Background: an optimization exercise with open tools, aiming at small area, a short achievable clock period and few clock cycles. Do not read the settings as production practice. No functional check of the RTL was part of this run. Power figures rest on the tool's default switching activity, not on a simulated workload.

### design/flow/constraint.sdc
create_clock -name core_clock -period 9.0 [get_ports {clk}]
set_input_delay 1.8000 -clock core_clock [delete_from_list [all_inputs] [get_ports {clk}]]
set_output_delay 1.8000 -clock core_clock [all_outputs]
set_load 0.01 [all_outputs]
### design/flow/flow/run.sh
#!/bin/bash
set -euo pipefail
bash standard.sh SETUP_SLACK_MARGIN=5.5 finish > flow_make.log 2>&1
### design/flow/standard.sh
#!/bin/bash
# synth_recipe.tcl (not shown) runs the flow's synth.tcl, then flattens the netlist and writes it again
# the make line also repeats each setting of config.mk as NAME=value (left out here)
make -C /OpenROAD-flow-scripts/flow DESIGN_CONFIG=/design/flow/config.mk WORK_HOME=/design/flow/orfs CLKGATE_MAP_FILE= SYNTH_SCRIPT=/design/flow/synth_recipe.tcl "${@:-finish}"
### design/flow/config.mk
export PLATFORM = sky130hd
export DESIGN_NAME = CPU_6507
export DESIGN_NICKNAME = CPU_6507
export VERILOG_FILES = /design/flow/design.v
export SDC_FILE = /design/flow/constraint.sdc
export NUM_CORES = 4
export LEC_CHECK = 0
export ABC_AREA = 1
export CAP_MARGIN = 20
export CORE_MARGIN = 2
export CORE_UTILIZATION = 60
export SLEW_MARGIN = 20
### design/flow/design.v
module CPU_6507(
	output [12:0] addr_bus,
	output [7:0] d_out,
	input [7:0] d_in,
	output reg wenb,
	input clk,
	input rstb,
	input rdy
);
localparam T0 = 5'd0, T1 = 5'd1, ABS2 = 5'd2, IDX = 5'd3, BR = 5'd4, BRFIX = 5'd5;
localparam DATA = 5'd8, MOD = 5'd9, WR = 5'd10, PLO = 5'd11, PHI = 5'd12, PHIJ = 5'd13;
localparam PUSH = 5'd16, SINC = 5'd17, PUSHL = 5'd18, PUSHP = 5'd19, PULLP = 5'd20, PULLL = 5'd21, PULLH = 5'd22, PULLA = 5'd23;
reg [7:0] A, X, Y, S;
reg N, V, D, I, Z, C;
reg [15:0] PC;
reg [7:0] IR, DL, ABL;
reg [4:0] ABH;
reg [4:0] st;
wire [7:0] P = {N, V, 2'b00, D, I, Z, C};
assign addr_bus = st[4] ? {5'b00001, S} : st[3] ? {ABH, ABL} : PC[12:0];
wire [2:0] aaa = IR[7:5];
wire [2:0] bbb = IR[4:2];
wire [1:0] cc = IR[1:0];
wire g1 = cc == 2'b01;
wire g2 = cc == 2'b10;
wire g0 = cc == 2'b00;
wire m_imm = (g1 & bbb == 3'b010) | (~g1 & bbb == 3'b000 & aaa[2]);
wire m_zp = bbb == 3'b001;
wire m_zpi = bbb == 3'b101;
wire m_izx = g1 & bbb == 3'b000;
wire m_izy = g1 & bbb == 3'b100;
wire m_absi = bbb == 3'b111 | (g1 & bbb == 3'b110);
wire use_y = (g1 & (bbb == 3'b110 | bbb == 3'b100)) | (g2 & aaa[2:1] == 2'b10);
wire is_store = aaa == 3'b100 & ~(g0 & ~bbb[0]) & ~(g2 & bbb[1:0] == 2'b10);
wire is_rmw = g2 & ~(aaa[2:1] == 2'b10) & bbb[0];
wire is_branch = g0 & bbb == 3'b100;
wire is_jmp = IR == 8'h4C;
wire is_jmpi = IR == 8'h6C;
wire is_jsr = IR == 8'h20;
wire is_brk = IR == 8'h00;
reg take;
always @(*) begin
	case (aaa[2:1])
		2'b00: take = N;
		2'b01: take = V;
		2'b10: take = C;
		default: take = Z;
	endcase
	take = take == aaa[0];
end
localparam OP_ADD = 3'd0, OP_AND = 3'd1, OP_OR = 3'd2, OP_EOR = 3'd3, OP_SHL = 3'd4, OP_SHR = 3'd5;
localparam [8:0] SA = 9'h100, SX = 9'h080, SY = 9'h040, SS = 9'h020, SPL = 9'h010, SPH = 9'h008, SAL = 9'h004, SDL = 9'h002, SP = 9'h001, S0 = 9'h000;
localparam [1:0] MDL = 2'b10, MNDL = 2'b11, M00 = 2'b00, MFF = 2'b01;
localparam [1:0] C0 = 2'b00, C1 = 2'b10, CC = 2'b01;
localparam [17:0] CW_NONE = 18'd0;
localparam [17:0] CW_ALINC = {2'b0, SAL, M00, C1, OP_ADD};
reg [17:0] cw_exec;
always @(*) begin
	casez (IR)
		8'b000???01: cw_exec = {2'b0, SA, MDL, C0, OP_OR};
		8'b001???01: cw_exec = {2'b0, SA, MDL, C0, OP_AND};
		8'b010???01: cw_exec = {2'b0, SA, MDL, C0, OP_EOR};
		8'b011???01: cw_exec = {2'b0, SA, MDL, CC, OP_ADD};
		8'b111???01: cw_exec = {2'b0, SA, MNDL, CC, OP_ADD};
		8'b110???01: cw_exec = {2'b0, SA, MNDL, C1, OP_ADD};
		8'b111???00: cw_exec = {2'b0, SX, MNDL, C1, OP_ADD};
		8'b110???00: cw_exec = {2'b0, SY, MNDL, C1, OP_ADD};
		8'b001???00: cw_exec = {2'b0, SA, MDL, C0, OP_AND};
		default: cw_exec = {2'b0, S0, MDL, C0, OP_OR};    
	endcase
end
reg [17:0] cw_mod;
always @(*) begin
	case (aaa)
		3'b000: cw_mod = {2'b01, S0, M00, C0, OP_SHL};
		3'b001: cw_mod = {2'b01, S0, M00, CC, OP_SHL};
		3'b010: cw_mod = {2'b01, S0, M00, C0, OP_SHR};
		3'b011: cw_mod = {2'b01, S0, M00, CC, OP_SHR};
		3'b110: cw_mod = {2'b11, S0, M00, C0, OP_ADD};
		default: cw_mod = {2'b01, S0, M00, C1, OP_ADD};
	endcase
end
wire [17:0] cw_data = is_rmw ? cw_mod : CW_STORE;
wire [8:0] idxsel = use_y ? SY : SX;
wire [8:0] stsel = cc[0] ? SA : cc[1] ? SX : SY;
wire [17:0] CW_STORE = {2'b0, stsel, M00, C0, OP_OR};
reg [17:0] cw_op;
always @(*) begin
	casez (d_in)
		8'b00?0_1010: cw_op = {2'b0, SA, M00, C0, OP_SHL} | {11'h0, 2'b0, 1'b0, d_in[5], 3'b0};
		8'b01?0_1010: cw_op = {2'b0, SA, M00, C0, OP_SHR} | {11'h0, 2'b0, 1'b0, d_in[5], 3'b0};
		8'h8A, 8'h9A: cw_op = {2'b0, SX, M00, C0, OP_OR};
		8'hAA, 8'hA8, 8'h48: cw_op = {2'b0, SA, M00, C0, OP_OR};
		8'hBA: cw_op = {2'b0, SS, M00, C0, OP_OR};
		8'h98: cw_op = {2'b0, SY, M00, C0, OP_OR};
		8'hE8: cw_op = {2'b0, SX, M00, C1, OP_ADD};
		8'hCA: cw_op = {2'b0, SX, MFF, C0, OP_ADD};
		8'hC8: cw_op = {2'b0, SY, M00, C1, OP_ADD};
		8'h88: cw_op = {2'b0, SY, MFF, C0, OP_ADD};
		8'h00: cw_op = {2'b0, SPH, M00, C0, OP_OR};
		8'b???1_0000: cw_op = {2'b01, SPL, M00, C1, OP_ADD};
		8'b10?1_0110: cw_op = {2'b01, SY, M00, C0, OP_ADD};
		8'b???1_01??, 8'b???0_0001: cw_op = {2'b01, SX, M00, C0, OP_ADD};
		default: cw_op = {2'b0, SP, M00, C0, OP_OR};
	endcase
end
reg [17:0] cw_nx;
always @(*) begin
	case (st)
		T0: cw_nx = cw_op;
		T1: begin
			if (m_imm) cw_nx = cw_exec;
			else if (is_branch) cw_nx = {2'b0, SPH, 1'b0, d_in[7], ~d_in[7], 1'b0, OP_ADD};
			else if (m_zp | m_zpi) cw_nx = cw_data;
			else if (m_izy | m_izx) cw_nx = CW_ALINC;
			else cw_nx = {2'b0, m_absi ? idxsel : S0, MDL, C0, OP_ADD};
		end
		ABS2: cw_nx = is_jsr ? {2'b0, SPH, M00, C0, OP_OR} : is_jmpi ? CW_ALINC : cw_data;
		PLO: cw_nx = {2'b0, m_izy ? SY : S0, MDL, C0, OP_ADD};
		PHI: cw_nx = cw_data;
		DATA: cw_nx = is_rmw ? {2'b0, SDL, M00, C0, OP_OR} : cw_exec;
		PUSH: cw_nx = {2'b0, SPL, M00, C0, OP_OR};
		PUSHL: cw_nx = {2'b0, SP, M00, C0, OP_OR};
		PUSHP: cw_nx = CW_ALINC;
		PULLA: cw_nx = cw_exec;
		default: cw_nx = CW_NONE;
	endcase
end
reg [17:0] cwr;
wire rOnes = cwr[17], mDin = cwr[16], rA = cwr[15], rX = cwr[14], rY = cwr[13], rS = cwr[12], rPL = cwr[11], rPH = cwr[10], rAL = cwr[9], rDL = cwr[8], rP = cwr[7];
wire mEn = cwr[6], mInv = cwr[5], cOne = cwr[4], cC = cwr[3];
wire [2:0] op = cwr[2:0];
wire [7:0] R = ({8{rA}} & A) | ({8{rX}} & X) | ({8{rY}} & Y) | ({8{rS}} & S) |
	({8{rPL}} & PC[7:0]) | ({8{rPH}} & PC[15:8]) | ({8{rAL}} & ABL) | ({8{rDL}} & DL) | ({8{rP}} & P) | {8{rOnes}};
assign d_out = R;
wire [7:0] M = mDin ? d_in : ({8{mEn}} & DL) ^ {8{mInv}};
wire cin = cOne | (cC & C);
wire [7:0] RM = R | M;
wire [8:0] sum = {1'b0, R} + {1'b0, M} + {8'b0, cin};
reg [7:0] res;
reg cout;
always @(*) begin
	cout = sum[8];
	case (op)
		OP_ADD: res = sum[7:0];
		OP_AND: res = R & M;
		OP_OR: res = R | M;
		OP_EOR: res = R ^ M;
		OP_SHL: begin res = {RM[6:0], cin}; cout = RM[7]; end
		default: begin res = {cin, RM[7:1]}; cout = RM[0]; end
	endcase
end
wire ovf = (R[7] == M[7]) & (res[7] != R[7]);
reg wA, wX, wY, wS, wNZ, wC, wV, bitop;
always @(*) begin
	wA = 0; wX = 0; wY = 0; wS = 0; wNZ = 0; wC = 0; wV = 0; bitop = 0;
	case (st)
		T0: begin
			casez (IR)
				8'b0?0???01, 8'b001???01: begin wA = 1; wNZ = 1; end
				8'b101???01, 8'h68: begin wA = 1; wNZ = 1; end
				8'b011???01, 8'b111???01: begin wA = 1; wNZ = 1; wC = 1; wV = 1; end
				8'b110???01, 8'hE0, 8'hE4, 8'hEC, 8'hC0, 8'hC4, 8'hCC: begin wNZ = 1; wC = 1; end
				8'hA2, 8'hA6, 8'hAE, 8'hB6, 8'hBE: begin wX = 1; wNZ = 1; end
				8'hA0, 8'hA4, 8'hAC, 8'hB4, 8'hBC: begin wY = 1; wNZ = 1; end
				8'h24, 8'h2C: begin wNZ = 1; bitop = 1; wV = 1; end
				8'hAA, 8'hBA, 8'hE8, 8'hCA: begin wX = 1; wNZ = 1; end
				8'hA8, 8'hC8, 8'h88: begin wY = 1; wNZ = 1; end
				8'h8A, 8'h98: begin wA = 1; wNZ = 1; end
				8'h9A: wS = 1;
				8'h0A, 8'h2A, 8'h4A, 8'h6A: begin wA = 1; wNZ = 1; wC = 1; end
				default: ;
			endcase
		end
		DATA: wC = is_rmw & ~aaa[2];
		WR: wNZ = 1;
		default: ;
	endcase
end
wire sdec = st == PUSH || st == PUSHL || st == PUSHP;
wire sinc = st == SINC || st == PULLL || (st == PULLP && ~IR[3]);
wire d_stk = ~d_in[7] & ~d_in[4] & ~d_in[2] & ~d_in[1] & ~d_in[0] & (d_in[3] | ~(d_in[5] & ~d_in[6]));
wire d_push = d_stk & ~d_in[5] & (d_in[3] | ~d_in[6]);
wire d_impl = (d_in[3:0] == 4'h8 & (d_in[7] | d_in[4])) | (d_in[3:0] == 4'hA & (d_in[7] | ~d_in[4]));
reg [4:0] ns;
reg wr_n;
always @(*) begin
	ns = T0;
	wr_n = 1'b0;
	case (st)
		T0: begin
			ns = {d_stk, 3'b000, ~d_impl & ~d_push};
			wr_n = d_push;
		end
		T1: begin
			if (m_imm) ns = T0;
			else if (is_branch) ns = (take & (cout != d_in[7])) ? BRFIX : T0;
			else if (m_zp | m_zpi) ns = DATA;
			else if (m_izy | m_izx) ns = PLO;
			else ns = ABS2;
			wr_n = (m_zp | m_zpi) & is_store;
		end
		ABS2: begin
			ns = is_jmp ? T0 : is_jsr ? PUSH : is_jmpi ? PLO : DATA;
			wr_n = is_jsr | (is_store & ~is_jmp & ~is_jmpi);
		end
		PLO: ns = (is_jmpi | is_brk) ? PHIJ : PHI;
		PHI: begin ns = DATA; wr_n = is_store; end
		PHIJ: ns = T0;
		DATA: begin ns = is_rmw ? WR : T0; wr_n = is_rmw; end
		WR: ns = T0;
		BRFIX: ns = T0;
		PUSH: begin ns = (is_brk | is_jsr) ? PUSHL : T0; wr_n = is_brk | is_jsr; end
		PUSHL: begin ns = is_brk ? PUSHP : T0; wr_n = is_brk; end
		PUSHP: ns = PLO;
		SINC: ns = IR[3] ? (IR[6] ? PULLA : PULLP) : (IR[5] ? PULLL : PULLP);
		PULLP: ns = IR[3] ? T0 : PULLL;
		PULLL: ns = PULLH;
		PULLH: ns = T0;
		PULLA: ns = T0;
		default: ns = T0;
	endcase
end
wire [15:0] PCinc = PC + 16'd1;
wire [7:0] sx = S ^ {8{sdec}};
wire [6:0] st_t = {&sx[6:0], &sx[5:0], &sx[4:0], &sx[3:0], &sx[2:0], &sx[1:0], sx[0]};
wire [4:0] dinc = d_in[4:0] + 5'd1;
wire [4:0] ABHc = cout ? dinc : d_in[4:0];
always @(posedge clk) begin
	if (!rstb) begin
		st <= PLO;
		IR <= 8'h00;
		ABL <= 8'hFC;
		ABH <= 5'h1F;
		wenb <= 1'b1;
		cwr <= CW_ALINC;
		A <= 0; X <= 0; Y <= 0; S <= 0;
		N <= 0; V <= 0; D <= 0; I <= 1; Z <= 1; C <= 0;
	end else if (rdy) begin
		st <= ns;
		cwr <= cw_nx;
		wenb <= ~wr_n;
		if (wA) A <= res;
		if (wX) X <= res;
		if (wY) Y <= res;
		if (wS) S <= res;
		else if (sdec | sinc) S <= S ^ {st_t, 1'b1};
		if (wNZ) begin N <= bitop ? M[7] : res[7]; Z <= res == 8'h00; end
		if (wC) C <= cout;
		if (wV) V <= bitop ? M[6] : ovf;
		case (st)
			T0: begin
				IR <= d_in;
				PC <= PCinc;
				casez (IR)
					8'b00?11000: C <= IR[5];
					8'b01?11000: I <= IR[5];
					8'hB8: V <= 1'b0;
					8'b11?11000: D <= IR[5];
					default: ;
				endcase
			end
			T1: begin
				DL <= d_in;
				if (is_branch & take) PC[7:0] <= res;
				else PC <= PCinc;
				ABL <= (m_zpi | m_izx) ? res : d_in;
				ABH <= 5'd0;
			end
			ABS2: begin
				if (is_jmp) PC <= {d_in, DL};
				else PC <= PCinc;
				if (is_jsr) ABL <= d_in;
				else begin ABL <= res; ABH <= ABHc; end
			end
			PLO: begin DL <= d_in; ABL <= res; end
			PHI: begin ABL <= res; ABH <= ABHc; end
			PHIJ, PULLH: PC <= {d_in, DL};
			DATA: DL <= is_rmw ? res : d_in;
			BRFIX: PC[15:8] <= res;
			PUSH: if (is_jsr) PC[15:8] <= ABL;
			PUSHL: if (is_jsr) PC[7:0] <= DL;
			PUSHP: begin I <= 1'b1; ABL <= 8'hFE; ABH <= 5'h1F; end
			PULLP: begin N <= d_in[7]; V <= d_in[6]; D <= d_in[3]; I <= d_in[2]; Z <= d_in[1]; C <= d_in[0]; end
			PULLL, PULLA: DL <= d_in;
			default: ;
		endcase
	end
end
endmodule
==> run notes <==
[through the flow]
step	cell area [um2]	std cells	hold slack, ns	worst slack (ns)
final	12000	1786	0.469	5.08
after global routing	12000	1785	0.494	5.05
after CTS	11100	1753	0.471	5.29
after detailed placement	9670	1657	0.453	4.01
after global placement	9670	1657	0.445	4.08
after floorplan	9370	1488	0.431	5.19
[worst max-delay path, delay by kind of cell, from the launching register on]
kind,cells,cell delay (ns)
compound gates,1,0.38
buf+inv,2,0.25
flops,1,0.46
simple gates,2,0.66
[placed cells by master (no fill, tap or decap), drive strengths merged, types with 3 or more instances in the layout]
cell	instances
a211oi	12
a21oi	115
a22oi	18
a31oi	10
buf	129
clkbuf	11
clkdlybuf4s50	4
clkinv	6
clkinvlp	5
dfxtp	83
dlygate4sd2	8
dlymetal6s2s	5
edfxtp	24
ha	21
inv	183
nand2	414
nand3	119
nand3b	8
nand4	18
nor2	166
nor3	21
nor4	8
o2111ai	6
o211ai	20
o21a	6
o21ai	116
o221ai	3
o22ai	13
o31ai	5
xor2	20
[sequential cells by signal, summed over array words and instances (netlist names)]
| name | cells |
|---|---|
| X | 8 |
| D | 1 |
| ABH | 5 |
| Y | 8 |
| wenb | 1 |
| ABL | 8 |
| cwr | 18 |
| DL | 8 |
| V | 1 |
| st | 5 |
| PC | 16 |
| IR | 8 |
| Z | 1 |
| C | 1 |
| N | 1 |
| I | 1 |
| A | 8 |
| S | 8 |
[timing repair]
action | in CTS | in global routing
resized for setup | 225 | 154
cloned | 3 | 0
endpoints found under the setup margin | 135 | 107
pin swaps | 65 | 76
hold buffers | 0 | 0
buffers inserted | 77 | 32
[power by group through the flow]
stage                     combinational, mW  sequential, mW  clock [mW]
after floorplan                       0.228           0.524           0
final                                 0.567           0.523       0.426
after CTS                             0.430           0.521       0.415
after global routing                  0.587           0.525       0.438
after detailed placement              0.336           0.535           0
after global placement                0.333           0.536           0
[metal layers]
layer / GRT usage, % / wire length (um)
met4: 32.4 / 4590
met3: 13.4 / 6270
met2: 75.0 / 18000
met1: 59.6 / 14800
met5: 0 / 0
[path summary, 6_finish.rpt]
path / cells past startpoint / from / end / slack (ns)
worst max-delay path: 5 / DL[5] / d_out[5] / 5.08
worst min-delay path: 2 / ABH[1] / ABH[1] / 0.47
worst max register to register: 24 / DL[5] / Z / 5.09
worst min register to register: 2 / ABH[1] / ABH[1] / 0.47
[logic make-up after synthesis]
group / Yosys count / share of synthesized area (%)
simple gates: 755 / 36.4
fa+ha+maj: 23 / 3.28
buf+inv: 247 / 11.0
xor+xnor: 22 / 2.09
compound gates: 334 / 21.5
flops: 107 / 25.8
[layout make-up]
cell class | count | share of cell area [%]
repair buffers | 148 | 11.2
clock inverters | 5 | 0.345
inverters | 189 | 6.54
clock buffers | 11 | 2.21
well taps | 188 | 1.97
diodes | 1 | 0.0209
flip-flops and latches | 107 | 20.1
multi-input cells | 1137 | 57.6
==> summary.md <==
| Metric | Value |
|---|---|
| Post-synth top flop | dfxtp_1 |
| Max_cap viols | 0 |
| Synthesis-to-finish area growth | 29.4% |
| CP max FO | 2 |
| Max-slew violations | 0 |
| Clock power share | 28.1% |
| GP Congestion | 1.06 |
| Starting DRT DRC Count | 2465 |
| Clock latency on the worst-skew pair | 0.37 ns |
| Data required time of the worst path | 7.20 ns |
| Initial Util | 61.0% |
| Inserted Clock Buffers | 9 |
| Root Buffer | clkbuf_16 |
| CTS H-tree lvls | 3 |
| Global Route Usage Sum | 48.7% |
| Sw power | 0.577 mW |
| Synth Net Count | 1522 |
| DRC Markers | 0 |
| Most frequent cell after synthesis | nand2_1 |
| Share of the synthesized area in the top cell type | 18.0% |
| TritonCTS clock tree | built |
| Fmax | 255 MHz |
| Die Span Y | 128 um |
| End-of-flow core utilization | 78.9% |
| Max stage delay on crit path | 0.46 ns |
| #FFs+latches synth | 107 |
| Status | finished clean |
| Row cnt | 45 |
| Fraction of registers with async set/reset | 0% |
| Port bufs | 32 |
| WP data arrival | 2.12 ns |
| Clk_skew | 0.0125 ns |
| Power consumption | 1.52 mW |
| Count of cell types in the netlist | 58 |
| Worst slew margin | 33.9% |
| Reg power frac | 34.5% |
| First-pass GRT wire length | 61100 um |
| DR WL/cell | 24.4 um |
| Sw Ratio | 38.0% |
| Vias/cell | 6.88 |
| Crit end category | output port |
| Final setup TNS | 0 ns |
| Synth area leader | dfxtp_1 |
| Initial antenna violation count | 1 |
| DR vias | 12289 |
| Share of layout cells above drive strength 1 | 27.9% |
| Largest net degree at the start of global routing | 47 |
| Die width | 128 um |
| Synth top area cells | dfxtp_1 18%, nand2_1 16%, edfxtp_1 7.8%, inv_1 6.5%, nand3_1 6.2% |
| Type of the worst setup path | register to output port |
| Multi-input logic area | 6890 um2 |
| I/O pins | 33 |
| Synthesized cell area | 9240 um2 |
| Final setup violation count | 0 |
| Cell area power density | 127 nW/um2 |
| Post-synth top cells | 397 x nand2_1, 161 x inv_1, 134 x nor2_1 |
| Clock Pin Slew Worst Setup and Hold Paths | 0.08 ns |
| Clk sinks | 107 |
| Routed WL | 43600 um |
| FF+latch area | 2400 um2 |
| Class of the worst hold path | register to register |
| Crit path cell chain | a221oi_2 > nand4_1 > nor3_4 > inv_2 > buf_6 |
| Worst path slowest cell | edfxtp_1 |
| Tightest Pin Transition | 0.986 ns |
| Seq/Total Area, Yosys | 25.8% |
| Worst setup SP type | register |
| Vias in the first global route | 10923 |
| Avg Inst Size Synth | 6.21 um2 |
| Yosys Warn Count | 1 |
| Post-DRT Antenna Nets | 0 |
| Int Power | 0.940 mW |
| Maximum vdd ir drop | 0.107 mV |
| Unrepaired setup endpoints after global routing | yes |
| # fillers | 1080 |
| Max Root-Sink Buffers | 2 |
| Final min period | 3.92 ns |
| Core footprint | 15100 um2 |
| DRT Pass-1 Iters | 22 |
| Die Area | 16400 um2 |
| Final Hold Viols | 0 |
| Post-synth EDFFs | 24 |
| Tcrit/Tclk final | 43.6% |
| GRT Residual Overflow | 0 |
| Nets@finish | 1626 |
| Comb pwr share | 37.4% |
| HPWL Detailed | 27300 um |
| Mapped Cells | 1488 |
| Leak | 5.23 nW |

[afterwards: timing with drivers on the ports]
The flow's constraints put no driver on any port. The routed layout listed below was extracted and timed again, unchanged, in two steps. Step 1 sets driving cells, clkbuf_16 on the clock port and buf_2 on the other inputs (assumed; they add their load-dependent delay and slew). Step 2 also shifts input and output timing later by t, the mid clock arrival at the registers, as if the neighbouring blocks saw the same clock. a / b / c = ideal / step 1 / step 2; a / b = the first two.
t (ns): 0.406
setup slack, ns: 5.076 / 5.031 / 4.725
cell pins on the clock port's net: 1
After both steps this run still meets setup and hold. The setup slack of this run moves by -0.045 ns with the drivers and by -0.351 ns with both steps.
